What follows belongs to an exercise in optimizing a design on an open flow for small area; a production flow would make more cautious choices.
The RTL was checked by simulation tests, not by an equivalence proof against the original design.
Power figures rest on the tool's default switching activity, not on a simulated workload.

--- design.v ---
`timescale 1ns/1ps
module icache_l1_mem ( rst, clk, mem_en, rd_wr, addr, data_in, data_out);
parameter DEPTH=16;			 
parameter WIDTH=16;			 
parameter ADDR_WIDTH=32;	 
localparam AW = (DEPTH > 1) ? $clog2(DEPTH) : 1;
input						rst;
input						clk;
input						mem_en;		 
input						rd_wr;		 
input	[ADDR_WIDTH - 1:0]	addr;		 
input	[WIDTH-1:0]			data_in;	 
output 	[WIDTH-1:0]			data_out;	 
reg 	[WIDTH-1:0]			data_out;
reg 	[WIDTH-1:0]			mem [DEPTH-1:0];	 
integer i;
always @(posedge clk or negedge rst) begin
	if (~rst) begin
		for(i=0;i<DEPTH;i=i+1) begin
			mem[i] <= 0;
		end
	end
	else if (mem_en && rd_wr) begin  
		mem[addr[AW-1:0]] <= data_in;
	end
end
always @(posedge clk or negedge rst) begin
	if (~rst) begin
		data_out <= 0;
	end
	else if (mem_en && ~rd_wr) begin  
		data_out <= mem[addr[AW-1:0]];
	end
end
endmodule
`timescale 1ns/1ps
module mem_valid ( rst, clk, mem_en, rd_wr, addr, data_in, data_out);
input									rst;
input									clk;
input									mem_en;			 
input									rd_wr;			 
input	[31:0]							addr;			 
input	[4'd8 - 1:0]				data_in;		 
output	[4'd8 - 1:0]				data_out;		 
icache_l1_mem #(.DEPTH(1), .WIDTH(4'd8)) mem_valid ( rst, clk, mem_en, rd_wr, addr, data_in, data_out);
endmodule
`timescale 1ns/1ps
module mem_tag (rst, clk, mem_en, rd_wr, addr, data_in, data_out);
input								rst;
input								clk;
input								mem_en;			 
input								rd_wr;			 
input	[31:0]						addr;			 
input	[32*4'd8 - 1:0]			data_in;		 
output	[32*4'd8 - 1:0]			data_out;		 
genvar i;
generate
for(i = 0; i < 4'd8; i = i + 1)
	begin: mem_tag
		icache_l1_mem #(.DEPTH(1), .WIDTH(32)) mem_tag_0 (rst, clk, mem_en, rd_wr, addr, data_in[32*(i+1)-1:32*i], data_out[32*(i+1)-1:32*i]);
	end
endgenerate
endmodule
`timescale 1ns/1ps
module mem_dat ( 	rst, clk,
					mem_en,
					rd_wr,
					addr,
					data_in,
					data_out,
					way_index);
parameter DATA_WDT  = 64;
parameter LINE_SIZE = 512 / DATA_WDT;
parameter SET       = 1;	 
input								rst;
input								clk;
input								mem_en;			 
input								rd_wr;			 
input		[31 : 0]				addr;			 
input		[DATA_WDT-1 : 0]		data_in;		 
output	reg [DATA_WDT-1 : 0]		data_out;		 
input		[2 : 0]					way_index;		 
wire 	[DATA_WDT*8-1 : 0]			data_out_0;
reg 	[2 : 0]						way_index_reg;
always @(posedge clk or negedge rst) begin
	if(~rst) begin
		way_index_reg <= 0;
	end
	else begin
		way_index_reg <= way_index;
	end
end
always @(*) begin
	case (way_index_reg)
		3'd0 : data_out  = data_out_0[DATA_WDT*1-1:DATA_WDT*0];
		3'd1 : data_out  = data_out_0[DATA_WDT*2-1:DATA_WDT*1];
		3'd2 : data_out  = data_out_0[DATA_WDT*3-1:DATA_WDT*2];
		3'd3 : data_out  = data_out_0[DATA_WDT*4-1:DATA_WDT*3];
		3'd4 : data_out  = data_out_0[DATA_WDT*5-1:DATA_WDT*4];
		3'd5 : data_out  = data_out_0[DATA_WDT*6-1:DATA_WDT*5];
		3'd6 : data_out  = data_out_0[DATA_WDT*7-1:DATA_WDT*6];
		3'd7 : data_out  = data_out_0[DATA_WDT*8-1:DATA_WDT*7];
	 default : data_out  = data_out_0[DATA_WDT*1-1:DATA_WDT*0];
	endcase
end
generate
	genvar i;
	for(i = 0; i < 8; i = i + 1) begin: mem_dat_way
		icache_l1_mem #(.DEPTH(SET*LINE_SIZE), .WIDTH(DATA_WDT)) mem_dat_0 (rst, clk, mem_en && (way_index == i), rd_wr, addr, data_in, data_out_0[DATA_WDT*(i+1)-1:DATA_WDT*i]);
	end
endgenerate
endmodule
`timescale 1ns/10ps
module cache_l1
	#(
		parameter DATA_WDT  = 64,
		parameter LINE_SIZE = 512 / DATA_WDT
	)
	(
		input								clk, 					 
		input								rst_n, 					 
		input								th_cgra_cache_flush, 	 
		input		[32 - 1 : 0]			agent_req_addr, 		 
		input								agent_req_en, 			 
		input								agent_req_wr, 			 
		input		[DATA_WDT - 1 : 0]		agent_req_wr_data, 		 
		output reg 							agent_req_done, 		 
		output reg							agent_req_hit, 			 
		output reg							agent_req_miss, 		 
		output reg							agent_req_block, 		 
		output reg	[DATA_WDT - 1:0]		agent_req_data, 		 
		input								mem_read_valid, 		 
		input		[DATA_WDT - 1 : 0]		mem_read_data, 			 
		output reg							mem_req_en, 			 
		output 		[32 - 1 : 0]			mem_req_addr, 			 
		input		[31 : 0]				i_coherence_addr_1, i_coherence_addr_2, i_coherence_addr_3, 		 
		input 								i_coherence_valid_1, i_coherence_valid_2, i_coherence_valid_3, 		 
		output reg							o_coherence_valid_1, o_coherence_valid_2, o_coherence_valid_3, 		 
		input 								i_coherence_ack_1, i_coherence_ack_2, i_coherence_ack_3, 			 
		output reg							o_coherence_ack_1, o_coherence_ack_2, o_coherence_ack_3, 			 
		output reg 	[31 : 0]				o_coherence_addr 													 
	);
reg  [6 : 0]						mem_lru				[1-1 : 0];
wire [6 : 0]						lru_data_out;
reg  [6 : 0]						lru_in_reg;
reg  [6 : 0]						lru_out_reg;
reg  [32 -1 : 0]					agent_req_addr_reg;
reg  [32 -1 : 0]					agent_req_addr_reg_reg;
reg 								agent_req_en_reg;
reg 								agent_req_en_reg_reg;
reg 								agent_req_wr_reg;
reg 								agent_req_wr_reg_reg;
reg  [DATA_WDT - 1 : 0]				agent_req_wr_data_reg;
reg  [DATA_WDT - 1 : 0]				agent_req_wr_data_reg_reg;
wire [32 - 1 : 0]					i_coherence_addr;
reg  [32 - 1 : 0]					i_coherence_addr_reg;
reg  [32 - 1 : 0]					i_coherence_addr_reg_reg;
wire 								i_coherence_valid;
reg  								i_coherence_valid_reg;
reg  								i_coherence_valid_reg_reg;
reg  [2 : 0]						current_state;
reg  [2 : 0]						next_state;
integer 							i;
reg									cache_hit;
reg									cache_hit_reg;
reg 								cache_miss;
reg  [4'd8 : 0]					cache_hit_tmp;
reg  [2:0] 							cache_hit_index;
reg  [2:0] 							cache_hit_index_reg;
reg  [2:0]							cache_hit_index_tmp	[4'd8 : 0];
reg  [2:0]							way_index;
reg  [2:0]							way_index_reg;
reg  [2:0]							way_index_tmp		[4'd8 : 0];
wire								req_hit;
reg									req_hit_reg;
reg									req_hit_reg_reg;
wire								coherence_hit;
reg									coherence_hit_reg;
wire [31-6-0 : 0]			tag_index;	 
wire [31 : 0]						set_index;
wire [31 : 0]						data_addr;
wire [31 : 0]						data_wr_addr;
wire 								valid_mem_en;
wire 								valid_rd_wr;
wire [31 : 0]						valid_addr;
wire [4'd8 -1 : 0]				valid_data_in;
wire [4'd8 -1 : 0]				valid_data_out;
wire [4'd8 -1 : 0]				valid_out_w;
reg  [4'd8 -1 : 0]				valid_out_reg;
reg  [4'd8 -1 : 0]				valid_in_reg;
wire 								tag_mem_en;
wire 								tag_rd_wr;
wire [31 : 0]						tag_addr;
wire [4'd8*32 -1 : 0]			tag_data_in;
wire [4'd8*32 -1 : 0]			tag_data_out;
wire [32 -1 : 0]					tag_out_w 		[4'd8-1 : 0];
reg  [32 -1 : 0]					tag_out_reg		[4'd8-1 : 0];
reg  [32 -1 : 0]					tag_in_reg		[4'd8-1 : 0];
wire 								dat_mem_en;
wire 								dat_rd_wr;
wire [31 : 0]						dat_addr;
wire [DATA_WDT -1 : 0]				dat_data_in;
wire [DATA_WDT -1 : 0]				dat_data_out;
reg  [DATA_WDT -1 : 0]				dat_in_reg;
reg  [7 : 0]						reset_cnt;
reg  [2 : 0]						miss_valid_cnt;
reg  [2 : 0]						mem_req_addr_cnt;
always @(posedge clk or negedge rst_n) begin
	if(~rst_n) begin
		agent_req_en_reg <= 0;
		agent_req_en_reg_reg <= 0;
	end
	else begin
		agent_req_en_reg_reg <= agent_req_en_reg;
		agent_req_en_reg <= agent_req_en;
	end
end
always @(posedge clk or negedge rst_n) begin
	if(~rst_n) begin
		agent_req_addr_reg <= 0;
		agent_req_addr_reg_reg <= 0;
	end
	else begin
		agent_req_addr_reg_reg <= agent_req_addr_reg;
		if(agent_req_en)
			agent_req_addr_reg <= agent_req_addr;
		else
			agent_req_addr_reg <= agent_req_addr_reg;
	end
end
always @(posedge clk or negedge rst_n) begin
	if(~rst_n) begin
		agent_req_wr_reg <= 0;
		agent_req_wr_reg_reg <= 0;
	end
	else begin
		agent_req_wr_reg_reg <= agent_req_wr_reg;
		agent_req_wr_reg <= agent_req_wr;
	end
end
always @(posedge clk or negedge rst_n) begin
	if(~rst_n) begin
		agent_req_wr_data_reg <= 0;
		agent_req_wr_data_reg_reg <= 0;
	end
	else begin
		agent_req_wr_data_reg_reg <= agent_req_wr_data_reg;
		if(agent_req_wr)
			agent_req_wr_data_reg <= agent_req_wr_data;
		else
			agent_req_wr_data_reg <= agent_req_wr_data_reg;
	end
end
always @(posedge clk or negedge rst_n) begin
	if(~rst_n) begin
		i_coherence_addr_reg <= 0;
		i_coherence_addr_reg_reg <= 0;
	end
	else begin
		i_coherence_addr_reg_reg <= i_coherence_addr_reg;
		if(i_coherence_valid)
			i_coherence_addr_reg <= i_coherence_addr;
		else
			i_coherence_addr_reg <= i_coherence_addr_reg;
	end
end
always @(posedge clk or negedge rst_n) begin
	if(~rst_n) begin
		i_coherence_valid_reg <= 0;
		i_coherence_valid_reg_reg <= 0;
	end
	else begin
		i_coherence_valid_reg <= i_coherence_valid;
		i_coherence_valid_reg_reg <= i_coherence_valid_reg;
	end
end
always @(posedge clk or negedge rst_n) begin
	if(~rst_n) begin
		agent_req_miss <= 0;
	end
	else begin
		agent_req_miss <= current_state == 1 && agent_req_en_reg && cache_miss;  
	end
end
always @(posedge clk or negedge rst_n) begin
	if(~rst_n) begin
		agent_req_hit <= 0;
	end
	else begin
		agent_req_hit <= req_hit_reg_reg;
	end
end
always @(posedge clk or negedge rst_n) begin
	if(~rst_n) begin
		agent_req_block <= 0;
	end
	else begin
		agent_req_block <= next_state == 5 || next_state == 2 || next_state == 3;  
	end
end
always @(posedge clk or negedge rst_n) begin
	if(~rst_n) begin
		agent_req_data <= 0;
		agent_req_done <= 0;
	end
	else if(req_hit_reg_reg) begin
		agent_req_done <= 1;
		agent_req_data <= dat_data_out;
	end
	else if((current_state == 2) && mem_read_valid && (data_addr == data_wr_addr)) begin
		agent_req_data <= mem_read_data;
		agent_req_done <= 1;
	end
	else begin
		agent_req_data <= agent_req_data;
		agent_req_done <= 0;
	end
end
always @(posedge clk or negedge rst_n) begin
	if(~rst_n) begin
		mem_req_en <= 0;
	end
	else if(mem_req_addr_cnt == LINE_SIZE - 1) begin
		mem_req_en <= 0;
	end
	else begin
		mem_req_en <= (next_state == 2) || (next_state == 3);
	end
end
assign mem_req_addr = (agent_req_addr_reg / 64 * LINE_SIZE) + mem_req_addr_cnt;
always @(posedge clk or negedge rst_n) begin
	if(~rst_n) begin
		mem_req_addr_cnt <= 0;
	end
	else if(mem_req_en) begin
		mem_req_addr_cnt <= mem_req_addr_cnt + 1;
	end
	else if(mem_req_addr_cnt == LINE_SIZE - 1) begin
		mem_req_addr_cnt <= 0;
	end
	else begin
		mem_req_addr_cnt <= mem_req_addr_cnt;
	end
end
always @(posedge clk or negedge rst_n) begin
	if(~rst_n) begin
		o_coherence_valid_1 <= 0;
		o_coherence_valid_2 <= 0;
		o_coherence_valid_3 <= 0;
	end
	else begin
		if(agent_req_en && agent_req_wr) begin
			o_coherence_valid_1 <= 1;
			o_coherence_valid_2 <= 1;
			o_coherence_valid_3 <= 1;
		end
		else begin
			if(i_coherence_ack_1)
				o_coherence_valid_1 <= 0;
			else
				o_coherence_valid_1 <= o_coherence_valid_1;
			if(i_coherence_ack_2)
				o_coherence_valid_2 <= 0;
			else
				o_coherence_valid_2 <= o_coherence_valid_2;
			if(i_coherence_ack_3)
				o_coherence_valid_3 <= 0;
			else
				o_coherence_valid_3 <= o_coherence_valid_3;
		end
	end
end
always @(posedge clk or negedge rst_n)begin
	if(~rst_n) begin
		o_coherence_ack_1 <= 0;
		o_coherence_ack_2 <= 0;
		o_coherence_ack_3 <= 0;
	end
	else begin
		if(i_coherence_valid_1) begin
			o_coherence_ack_1 <= current_state == 5 && next_state == 0;
			o_coherence_ack_2 <= 0;
			o_coherence_ack_3 <= 0;
		end
		else if(i_coherence_valid_2) begin
			o_coherence_ack_1 <= 0;
			o_coherence_ack_2 <= current_state == 5 && next_state == 0;
			o_coherence_ack_3 <= 0;
		end
		else if(i_coherence_valid_3) begin
			o_coherence_ack_1 <= 0;
			o_coherence_ack_2 <= 0;
			o_coherence_ack_3 <= current_state == 5 && next_state == 0;
		end
		else begin
			o_coherence_ack_1 <= 0;
			o_coherence_ack_2 <= 0;
			o_coherence_ack_3 <= 0;
		end
	end
end
always @(posedge clk or negedge rst_n) begin
	if(~rst_n) begin
		o_coherence_addr <= 0;
	end
	else if(agent_req_en && agent_req_wr) begin
		o_coherence_addr <= agent_req_addr;
	end
	else begin
		o_coherence_addr <= o_coherence_addr;
	end
end
assign tag_index = agent_req_en_reg ? agent_req_addr_reg[31 : 6+0] : i_coherence_valid_reg ? i_coherence_addr_reg[31 : 6+0] : 0;  
assign set_index  = agent_req_en ? {31'b0, (1'b0)} : i_coherence_valid ? {31'b0, (1'b0)} : 0;  
assign data_addr  = agent_req_addr_reg_reg / (DATA_WDT/8) % (1*LINE_SIZE);
assign data_wr_addr = (1'b0) * LINE_SIZE + miss_valid_cnt;
assign i_coherence_valid = i_coherence_valid_1 || i_coherence_valid_2 || i_coherence_valid_3;
assign i_coherence_addr = i_coherence_valid_1 ? i_coherence_addr_1 : i_coherence_valid_2 ? i_coherence_addr_2 : i_coherence_valid_3 ? i_coherence_addr_3 : 0;
always @(*) begin
	if(agent_req_en_reg || (current_state == 5 && i_coherence_valid_reg)) begin
		cache_hit_tmp[0] = 0;
		cache_hit_index_tmp[0] = 0;
		for(i = 0; i < 4'd8; i = i + 1) begin
			if ((tag_index == tag_out_w[i][31 : 6+0]) && valid_data_out[i]) begin  
				cache_hit_tmp[i+1] = 1;
				cache_hit_index_tmp[i+1] = i;
			end
			else begin
				cache_hit_tmp[i+1] = 0;
				cache_hit_index_tmp[i+1] = cache_hit_index_tmp[i];
			end
		end
		cache_hit_index = cache_hit_index_tmp[4'd8];  
		cache_hit = |cache_hit_tmp;  
		cache_miss = ~cache_hit;  
	end
	else begin
		cache_miss = 0;
		cache_hit = 0;
		cache_hit_index = 0;
		for(i = 0;i < 4'd8 + 1;i = i + 1) begin
			cache_hit_tmp[i] = 0;
			cache_hit_index_tmp[i] = 0;
		end
	end
	if(agent_req_en_reg_reg || (current_state == 5 && i_coherence_valid_reg_reg)) begin
		for(i = 0;i < 4'd8 + 1;i = i + 1) begin
			way_index_tmp[i] = 0;
		end
		if(~cache_hit_reg) begin  
			way_index_tmp[0] = 0;
			if(&valid_out_reg) begin
				way_index = lru_out_reg[6] ?
							(lru_out_reg[5] ? (lru_out_reg[3] ? 7 : 6) : (lru_out_reg[2] ? 5 : 4)) :
							(lru_out_reg[4] ? (lru_out_reg[1] ? 3 : 2) : (lru_out_reg[0] ? 1 : 0));
			end
			else begin
				for(i = 0; i < 4'd8; i = i + 1) begin
					if(~valid_out_reg[i]) way_index_tmp[i+1] = i;
					else 				  way_index_tmp[i+1] = way_index_tmp[i];
				end
				way_index = way_index_tmp[4'd8];
			end
		end
		else begin  
			for(i = 0;i < 4'd8 + 1;i = i + 1) begin
				way_index_tmp[i] = 0;
			end
			way_index = cache_hit_index_reg;
		end
	end
	else begin
		for(i = 0;i < 4'd8 + 1;i = i + 1) begin
			way_index_tmp[i] = 0;
		end
		way_index  = 0;
	end
end
always @(posedge clk or negedge rst_n) begin
	if(~rst_n) begin
		way_index_reg <= 0;
	end
	else if(agent_req_en_reg_reg) begin
		way_index_reg <= way_index;
	end
	else begin
		way_index_reg <= way_index_reg;
	end
end
always @(posedge clk or negedge rst_n) begin
	if(~rst_n) begin
		cache_hit_reg <= 0;
		cache_hit_index_reg <= 0;
	end
	else begin
		cache_hit_reg <= cache_hit;
		cache_hit_index_reg <= cache_hit_index;
	end
end
assign req_hit = agent_req_en_reg && cache_hit;
always @(posedge clk or negedge rst_n) begin
	if(~rst_n) begin
		req_hit_reg <= 0;
		req_hit_reg_reg <= 0;
	end
	else begin
		req_hit_reg <= req_hit;
		req_hit_reg_reg <= req_hit_reg;
	end
end
assign coherence_hit = (current_state == 5) && cache_hit;
always @(posedge clk or negedge rst_n) begin
	if(~rst_n) begin
		coherence_hit_reg <= 0;
	end
	else begin
		coherence_hit_reg <= coherence_hit;
	end
end
always @(posedge clk or negedge rst_n) begin
	if (~rst_n) begin
		current_state <= 4;
	end
	else begin
		current_state <= next_state;
	end
end
always @(*) begin
	case (current_state)
		0: begin
			if(agent_req_en)
				next_state = 1;
			else if(i_coherence_valid)
				next_state = 5;
			else
				if(th_cgra_cache_flush) 
					next_state = 4;
				else	
					next_state = 0;
		end
		1: begin
			if(cache_miss)
				if (agent_req_wr_reg)
					next_state = 3;
				else
					next_state = 2;
			else
				next_state = 1;
		end
		2: begin
			if(miss_valid_cnt == LINE_SIZE - 1)
				next_state = 0;
			else
				next_state = 2;
		end
		3: begin
			if(miss_valid_cnt == LINE_SIZE - 1)
				next_state = 0;
			else
				next_state = 3;
		end
		4: begin
			if(reset_cnt == 1 - 1)
				next_state = 0;
			else
				next_state = 4;
		end
		5: begin
			if(i_coherence_valid_reg_reg) 
				next_state = 0;
			else if(cache_miss)
				next_state = 0;
			else
				next_state = 5;
		end
		default: begin
			next_state = 0;
		end
	endcase
end
mem_valid
u_mem_valid(
	.rst				(rst_n),
	.clk				(clk),
	.mem_en				(valid_mem_en),
	.rd_wr				(valid_rd_wr),
	.addr				(valid_addr),
	.data_in			(valid_data_in),
	.data_out			(valid_data_out)
);
mem_tag
u_mem_tag(
	.rst				(rst_n),
	.clk				(clk),
	.mem_en				(tag_mem_en),
	.rd_wr				(tag_rd_wr),
	.addr				(tag_addr),
	.data_in			(tag_data_in),
	.data_out			(tag_data_out)
);
mem_dat
	#(
	.DATA_WDT	(DATA_WDT),
	.LINE_SIZE	(LINE_SIZE)
	)
u_mem_dat(
	.rst		(rst_n),
	.clk		(clk),
	.mem_en		(dat_mem_en),
	.rd_wr		(dat_rd_wr),
	.addr		(dat_addr),
	.data_in	(dat_data_in),
	.data_out	(dat_data_out),
	.way_index	(mem_read_valid ? way_index_reg : way_index)
);
genvar k, j;
generate
	for(k = 0;k < 4'd8; k = k + 1) begin: data_out_w
		assign tag_out_w[k] = tag_data_out[32*(k+1)-1 : 32* k];
		assign valid_out_w[k] = valid_data_out[k];
	end
	for(k = 0;k < 4'd8;k = k + 1) begin: data_out_reg
		always @(posedge clk or negedge rst_n) begin
			if (~rst_n) begin
				tag_out_reg[k] <= 0;
				valid_out_reg[k] <= 0;
			end
			else begin
				tag_out_reg[k] <= tag_out_w[k];
				valid_out_reg[k] <= valid_out_w[k];
			end
		end
	end
endgenerate
always @(*) begin
	if(agent_req_wr_reg_reg && req_hit_reg) begin  
		for(i = 0; i < 4'd8; i = i + 1) begin
			valid_in_reg[i] = 0;
		 	tag_in_reg[i] 	= 0;
		end
		dat_in_reg = agent_req_wr_data_reg_reg;
	end
	else if(coherence_hit_reg) begin  
		for(i = 0; i < 4'd8; i = i + 1) begin
			valid_in_reg[i] = (way_index == i) ? 0 : valid_out_reg[i];
			tag_in_reg[i] 	= 0;
		end
		dat_in_reg 	= 0;
	end
	else if(current_state == 2 || current_state == 3) begin  
		for(i = 0; i < 4'd8; i = i + 1) begin
			valid_in_reg[i] = (way_index == i) ? 1 : valid_out_reg[i];
			tag_in_reg[i] 	= (way_index == i) ? agent_req_addr_reg_reg : tag_out_reg[i];
		end
		dat_in_reg 	= ((current_state == 2) || (mem_read_valid && (data_addr != data_wr_addr))) ? mem_read_data : agent_req_wr_data_reg_reg;
	end
	else begin
		for(i = 0; i < 4'd8; i = i + 1) begin
			valid_in_reg[i] = 0;
		 	tag_in_reg[i] 	= 0;
		end
		dat_in_reg 	= 0;
	end
end
always @(posedge clk or negedge rst_n) begin
	if(~rst_n) begin
		reset_cnt <= 0;
	end 
	else begin
		if(current_state == 4)
			if(reset_cnt != 1)
				reset_cnt <= reset_cnt + 1;
			else
				reset_cnt <= 0;
		else
			reset_cnt <= 0;
	end
end
assign valid_mem_en = current_state == 4 || agent_req_en || i_coherence_valid || valid_rd_wr;
assign valid_rd_wr = current_state == 4 || coherence_hit_reg || agent_req_miss;
assign valid_addr = current_state == 4 ? reset_cnt : coherence_hit_reg ? {31'b0, (1'b0)} : agent_req_miss ? {31'b0, (1'b0)} : set_index;
assign valid_data_in = current_state == 4 ? 0 : valid_in_reg;
assign tag_mem_en = agent_req_en || i_coherence_valid || agent_req_miss;
assign tag_rd_wr  = agent_req_miss;
assign tag_addr   = agent_req_miss ? {31'b0, (1'b0)} : set_index;
generate
	for(k = 0; k < 4'd8; k = k + 1) begin: data_in
		assign tag_data_in[32*(k+1)-1 : 32*k] = tag_in_reg[k];
	end
endgenerate
always @(posedge clk or negedge rst_n) begin
	if (~rst_n) begin
		miss_valid_cnt <= 0;
	end
	else if(miss_valid_cnt == LINE_SIZE - 1) begin
		miss_valid_cnt <= 0;
	end
	else if(mem_read_valid) begin
		miss_valid_cnt <= miss_valid_cnt + 1;
	end
	else begin
		miss_valid_cnt <= miss_valid_cnt;
	end
end
assign dat_mem_en = (current_state == 1 && agent_req_en_reg_reg) || mem_read_valid;
assign dat_rd_wr  = (current_state == 1 && agent_req_en_reg_reg && agent_req_wr_reg_reg) || mem_read_valid;
assign dat_addr   = mem_read_valid ? ((1'b0) * LINE_SIZE + miss_valid_cnt) : (agent_req_addr_reg_reg / (DATA_WDT/8) % (1*LINE_SIZE));
assign dat_data_in = dat_in_reg;
assign lru_data_out = (agent_req_en_reg_reg && ((1'b0) == (1'b0))) ? lru_in_reg : mem_lru[(1'b0)];  
always @(posedge clk or negedge rst_n) begin
	if(~rst_n) begin
		lru_out_reg <= 0;
	end
	else begin
		lru_out_reg <= lru_data_out;
	end
end
always @(*) begin
	case (way_index)
		3'd0 : begin lru_in_reg[6] = 1;
					 lru_in_reg[5] = lru_out_reg[5];
					 lru_in_reg[4] = 1;
					 lru_in_reg[3] = lru_out_reg[3];
					 lru_in_reg[2] = lru_out_reg[2];
					 lru_in_reg[1] = lru_out_reg[1];
					 lru_in_reg[0] = 1;
				end
		3'd1 : begin lru_in_reg[6] = 1;
					 lru_in_reg[5] = lru_out_reg[5];
					 lru_in_reg[4] = 1;
					 lru_in_reg[3] = lru_out_reg[3];
					 lru_in_reg[2] = lru_out_reg[2];
					 lru_in_reg[1] = lru_out_reg[1];
					 lru_in_reg[0] = 0;
				end
		3'd2 : begin lru_in_reg[6] = 1;
					 lru_in_reg[5] = lru_out_reg[5];
					 lru_in_reg[4] = 0;
					 lru_in_reg[3] = lru_out_reg[3];
					 lru_in_reg[2] = lru_out_reg[2];
					 lru_in_reg[1] = 1;
					 lru_in_reg[0] = lru_out_reg[0];
				end
		3'd3 : begin lru_in_reg[6] = 1;
					 lru_in_reg[5] = lru_out_reg[5];
					 lru_in_reg[4] = 0;
					 lru_in_reg[3] = lru_out_reg[3];
					 lru_in_reg[2] = lru_out_reg[2];
					 lru_in_reg[1] = 0;
					 lru_in_reg[0] = lru_out_reg[0];
				end
		3'd4 : begin lru_in_reg[6] = 0;
					 lru_in_reg[5] = 1;
					 lru_in_reg[4] = lru_out_reg[4];
					 lru_in_reg[3] = lru_out_reg[3];
					 lru_in_reg[2] = 1;
					 lru_in_reg[1] = lru_out_reg[1];
					 lru_in_reg[0] = lru_out_reg[0];
				end
		3'd5 : begin lru_in_reg[6] = 0;
					 lru_in_reg[5] = 1;
					 lru_in_reg[4] = lru_out_reg[4];
					 lru_in_reg[3] = lru_out_reg[3];
					 lru_in_reg[2] = 0;
					 lru_in_reg[1] = lru_out_reg[1];
					 lru_in_reg[0] = lru_out_reg[0];
				end
		3'd6 : begin lru_in_reg[6] = 0;
					 lru_in_reg[5] = 0;
					 lru_in_reg[4] = lru_out_reg[4];
					 lru_in_reg[3] = 1;
					 lru_in_reg[2] = lru_out_reg[2];
					 lru_in_reg[1] = lru_out_reg[1];
					 lru_in_reg[0] = lru_out_reg[0];
				end
		3'd7 : begin lru_in_reg[6] = 0;
					 lru_in_reg[5] = 0;
					 lru_in_reg[4] = lru_out_reg[4];
					 lru_in_reg[3] = 0;
					 lru_in_reg[2] = lru_out_reg[2];
					 lru_in_reg[1] = lru_out_reg[1];
					 lru_in_reg[0] = lru_out_reg[0];
				end
		default : begin lru_in_reg[6] = 0;
					 	lru_in_reg[5] = 0;
					 	lru_in_reg[4] = 0;
					 	lru_in_reg[3] = 0;
					 	lru_in_reg[2] = 0;
					 	lru_in_reg[1] = 0;
					 	lru_in_reg[0] = 0;
				end
	endcase
end
always @(posedge clk or negedge rst_n) begin
	if(~rst_n) begin
		for (i = 0; i < 1; i = i + 1) begin
			mem_lru[i] <= 0;
		end
	end
	else if(agent_req_en_reg_reg) begin
		mem_lru[(1'b0)] <= lru_in_reg;
	end
	else begin
		for (i = 0; i < 1; i = i + 1) begin
			mem_lru[i] <= mem_lru[i];
		end
	end
end
endmodule
--- run.sh ---
#!/bin/bash
# synth_recipe.tcl (not shown) runs the flow's synth.tcl, then flattens the netlist and writes it again
# the make line also repeats each setting of config.mk as NAME=value (left out here)
make -C /OpenROAD-flow-scripts/flow DESIGN_CONFIG=/design/flow/config.mk WORK_HOME=/design/flow/orfs CLKGATE_MAP_FILE= SYNTH_SCRIPT=/design/flow/synth_recipe.tcl finish
--- config.mk ---
export PLATFORM = sky130hd
export DESIGN_NAME = cache_l1
export DESIGN_NICKNAME = cache_l1
export VERILOG_FILES = /design/flow/design.v
export SDC_FILE = /design/flow/constraint.sdc
export NUM_CORES = 4
export LEC_CHECK = 0
export CAP_MARGIN = 20
export CORE_MARGIN = 2
export CORE_UTILIZATION = 45
export SLEW_MARGIN = 20
--- constraint.sdc ---
create_clock -name core_clock -period 10.0 [get_ports {clk}]
set_input_delay 2.0000 -clock core_clock [delete_from_list [all_inputs] [get_ports {clk}]]
set_output_delay 2.0000 -clock core_clock [all_outputs]
set_load 0.01 [all_outputs]
==> out/metrics.yaml <==
critical_path:
  crit_type: "in -> reg"
  crit_path_end: "u_mem_dat.mem_dat_way[7].mem_dat_0.mem[2][28]"
  rr_worst_depth: 12
  r2r_end: "u_mem_dat.mem_dat_way[7].mem_dat_0.mem[4][43]"
  cp_max_fo: 66
  critPathRequiredTime_ps: 10930
  critPathLaunchType: "input port"
  arrival_ps: 7060
  r2r-start: "lru_out_reg[6]"
  r2r_slack_ps: 4230
  cp-startpoint: "mem_read_valid"
  end_kind: "register"
yosys:
  synth_most_common_cell: "dfrtp_1"
  yosys_warnings: 13
  ys_types: 87
  yosysTopAreaCellShare: 0.589
  synth_edf_count: 0
  syn-instance-count: 25400
  synth_area_per_cell_um2: 9.41
  synth-async-reset-ratio: 1.00
  synth_common_cells: "dfrtp_1, nand2_1, a21oi_1"
  synth-seq-area-share: 0.589
  synth-seq-cells: 5618
  synth_area_leaders: "dfrtp_1, nand2_1, a21oi_1, o21ai_0, nor2_1"
  synth_area_leader_cell: "dfrtp_1"
  synth_area_um2: 239000
  synth_ff_type: "dfrtp_1"
cells_and_area:
  final_nets: 24700
  fin_util: 0.507
  fillers: 48500
  areaGrowthSynthToFinish_pct: 12.4
  drive_above_1_share: 0.0841
  largest_reg_flops: 4096
global_routing:
  grt_max_degree: 187
  grtUsageMet2: 0.496
  grt-busiest-layer: "met2"
  use_met1: 0.465
  grt_pass1_wl_mm: 1300
  antenna_found_initial: 37
  grt_pass1_vias: 181000
  track_usage: 0.326
  use_met3: 0.0701
  grt.overflow.total: 0
routing:
  viasPerCell: 6.02
  drcViolationCount: 0
  num_vias: 192000
  wl_per_cell_um: 28.0
  drt-total-wl_mm: 893
  first_pass_iters: 6
  drt_first_iter_violations: 24000
  ant_nets: 0
place:
  dp_hpwl_mm: 504
  gp_congestion: 0.935
  port_buffers: 385
clock_tree:
  postCtsSetupBuffers: 0
  cts_max_path_buffers: 4
  cts_tree: "built"
  cts-root-buf: "clkbuf_16"
  hold_buffers: 0
  cts_resized: 0
  clk_latency_ps: 1140
  clkSinkCount: 5618
  htree_levels: 6
  numCtsBuffers: 607
  clk_pin_slew_ps: 60
sta:
  clock_skew_ps: 86.4
  finalSetupViolCount: 0
  slew_viol_final: 0
  fin_setup_tns_ps: 0
  period_share: 0.613
  post-route-min-period_ps: 6130
  rsz0062_at_grt: "false"
  slew_headroom: 0.120
  hold_viol: 0
  tightest_slew_ps: 1320
  fmax_mhz: 163
floorplanning:
  die_x_um: 732
  core_um2: 528000
  io_pins: 407
  rows: 267
  dieArea_um2: 536000
  initial_core_util: 0.451
  die-height_um: 732
power_and_ir_drop:
  swShare: 0.369
  p_leak_uw: 0.117
  clockPowerShare: 0.283
  pwr-share-seq: 0.428
  internal_power_uw: 51300
  combPwrFrac: 0.290
  ir_drop_uv: 220
  power_switching_uw: 30000
  cellPowerDensity_nw_per_um2: 303
flow_run:
  drv_cap: 0
outcome:
  status: "complete, no violations"
hold_path:
  hp-class: "reg -> reg"
[through the flow]
| step | setup slack (ps) | instances | hold slack, ps | area (µm²) | power, µW |
|---|---|---|---|---|---|
| 3_5_place_dp | 2950 | 30800 | 359 | 248000 | 58000 |
| 2_1_floorplan | 5300 | 25400 | 350 | 239000 | 48800 |
| 6_report | 3870 | 31900 | 365 | 268000 | 81300 |
| 4_1_cts | 4080 | 31900 | 361 | 268000 | 80900 |
| 5_1_grt | 3830 | 31900 | 369 | 268000 | 85400 |
| 3_3_place_gp | 3000 | 30800 | 357 | 248000 | 57400 |
[cells in the final DEF, fill, tap and decap left out, types with 28 or more instances in the layout]
| cell | n |
|---|---|
| o221ai_1 | 136 |
| o21ai_0 | 2960 |
| a311oi_1 | 232 |
| nor2_4 | 34 |
| mux2i_1 | 336 |
| clkinv_2 | 86 |
| nor2_1 | 2769 |
| diode_2 | 28 |
| nand2b_1 | 28 |
| inv_1 | 298 |
| clkdlybuf4s50_1 | 382 |
| a21oi_1 | 3207 |
| clkbuf_8 | 148 |
| bufinv_16 | 29 |
| a31oi_1 | 98 |
| a221o_1 | 93 |
| a22oi_2 | 66 |
| o22ai_1 | 522 |
| xor2_1 | 68 |
| buf_12 | 94 |
| mux4_2 | 150 |
| dfrtp_1 | 5610 |
| clkbuf_16 | 613 |
| nand3_1 | 173 |
| buf_4 | 367 |
| xnor2_1 | 80 |
| mux2_2 | 324 |
| clkbuf_1 | 152 |
| a221oi_1 | 58 |
| nand2_1 | 4873 |
| o32ai_1 | 177 |
| and3_1 | 184 |
| a22oi_1 | 37 |
| nand2_4 | 37 |
[worst max-delay path, cell delays in order]
cell             delay, ps
clkdlybuf4s50_1        470
buf_4                  350
mux2_8                 450
nand2_1                560
nor2_1                1090
nand2_4                950
buf_4                  720
nand2_1                190
o21ai_0                100
[cell families (layout without fill, tap and decap cells)]
logic type / after synthesis / count (layout) / share of synthesized area
simple gates: 8293 / 8293 / 0.136
compound gates: 7757 / 7757 / 0.181
flops: 5618 / 5618 / 0.589
buf+inv: 2713 / 2236 / 0.0441
mux: 816 / 816 / 0.0438
xor+xnor: 148 / 148 / 0.00543
fa+ha+maj: 7 / 7 / 0.000367
other cells: 1 / 31 / 0.0000157
[how the worst min path moves through the flow]
stage,start,endpoint,cells after the start
after detailed placement,agent_req_wr_data_reg[14],agent_req_wr_data_reg_reg[14],0
final,agent_req_wr_data_reg[43],agent_req_wr_data_reg_reg[43],0
after global routing,agent_req_wr_data_reg[43],agent_req_wr_data_reg_reg[43],0
after CTS,agent_req_wr_data_reg[43],agent_req_wr_data_reg_reg[43],0
after global placement,agent_req_wr_data_reg[19],agent_req_wr_data_reg_reg[19],0
after floorplan,agent_req_addr_reg[3],agent_req_addr_reg_reg[3],0
[power groups by stage]
stage	combinational (µW)	clock, µW	sequential [µW]
3_3_place_gp	22700	0	34700
5_1_grt	25700	24100	35500
3_5_place_dp	23100	0	34900
2_1_floorplan	15300	0	33500
4_1_cts	23200	23200	34600
6_report	23600	23000	34700
[cell type report]
| type | instances | area [µm²] | share of cell area |
|---|---|---|---|
| well taps | 6994 | 8750 | 0.0327 |
| repair buffers | 846 | 8500 | 0.0317 |
| flip-flops and latches | 5618 | 141000 | 0.525 |
| diodes | 28 | 70.1 | 0.000261 |
| inverters | 306 | 1160 | 0.00431 |
| clock inverters | 171 | 2310 | 0.00863 |
| clock buffers | 913 | 17900 | 0.0670 |
| multi-input cells | 17000 | 88600 | 0.331 |
[metal layers]
metal | wire, µm | vias to the layer above | share of wire
met5 | 111 | - | 0.00012
met4 | 35700 | 18 | 0.040
met3 | 88200 | 1685 | 0.099
met2 | 394000 | 9285 | 0.44
met1 | 375000 | 96700 | 0.42
li1 | - | 84400 | -

## port drivers added, routing unchanged
In the flow no input, the clock included, has a driving cell. The finished layout below was timed again as built, in two steps. Step 1: set_driving_cell puts a clkbuf_16 on clk and a buf_2 on each other input, an assumption about the parent block. Step 2 adds t to the input delays and takes it off the output delays; t is the mean of the earliest and latest rising clock arrival at the registers after step 1. Input paths then give back, and output paths get back, about the clock's delay inside the block. Slacks: ideal / step 1 / step 2; pairs: ideal / step 1.
t, ns: 1.239
setup slack, ns: 3.867 / 3.924 / 2.685
worst setup path after step 2: input to register
clock arrival spread, ns: 0.095 / 0.096
pins driven straight from the clock port: 1
After both steps this run still meets setup and hold. The setup slack of this run moves by +0.057 ns with the drivers and by -1.182 ns with both steps.
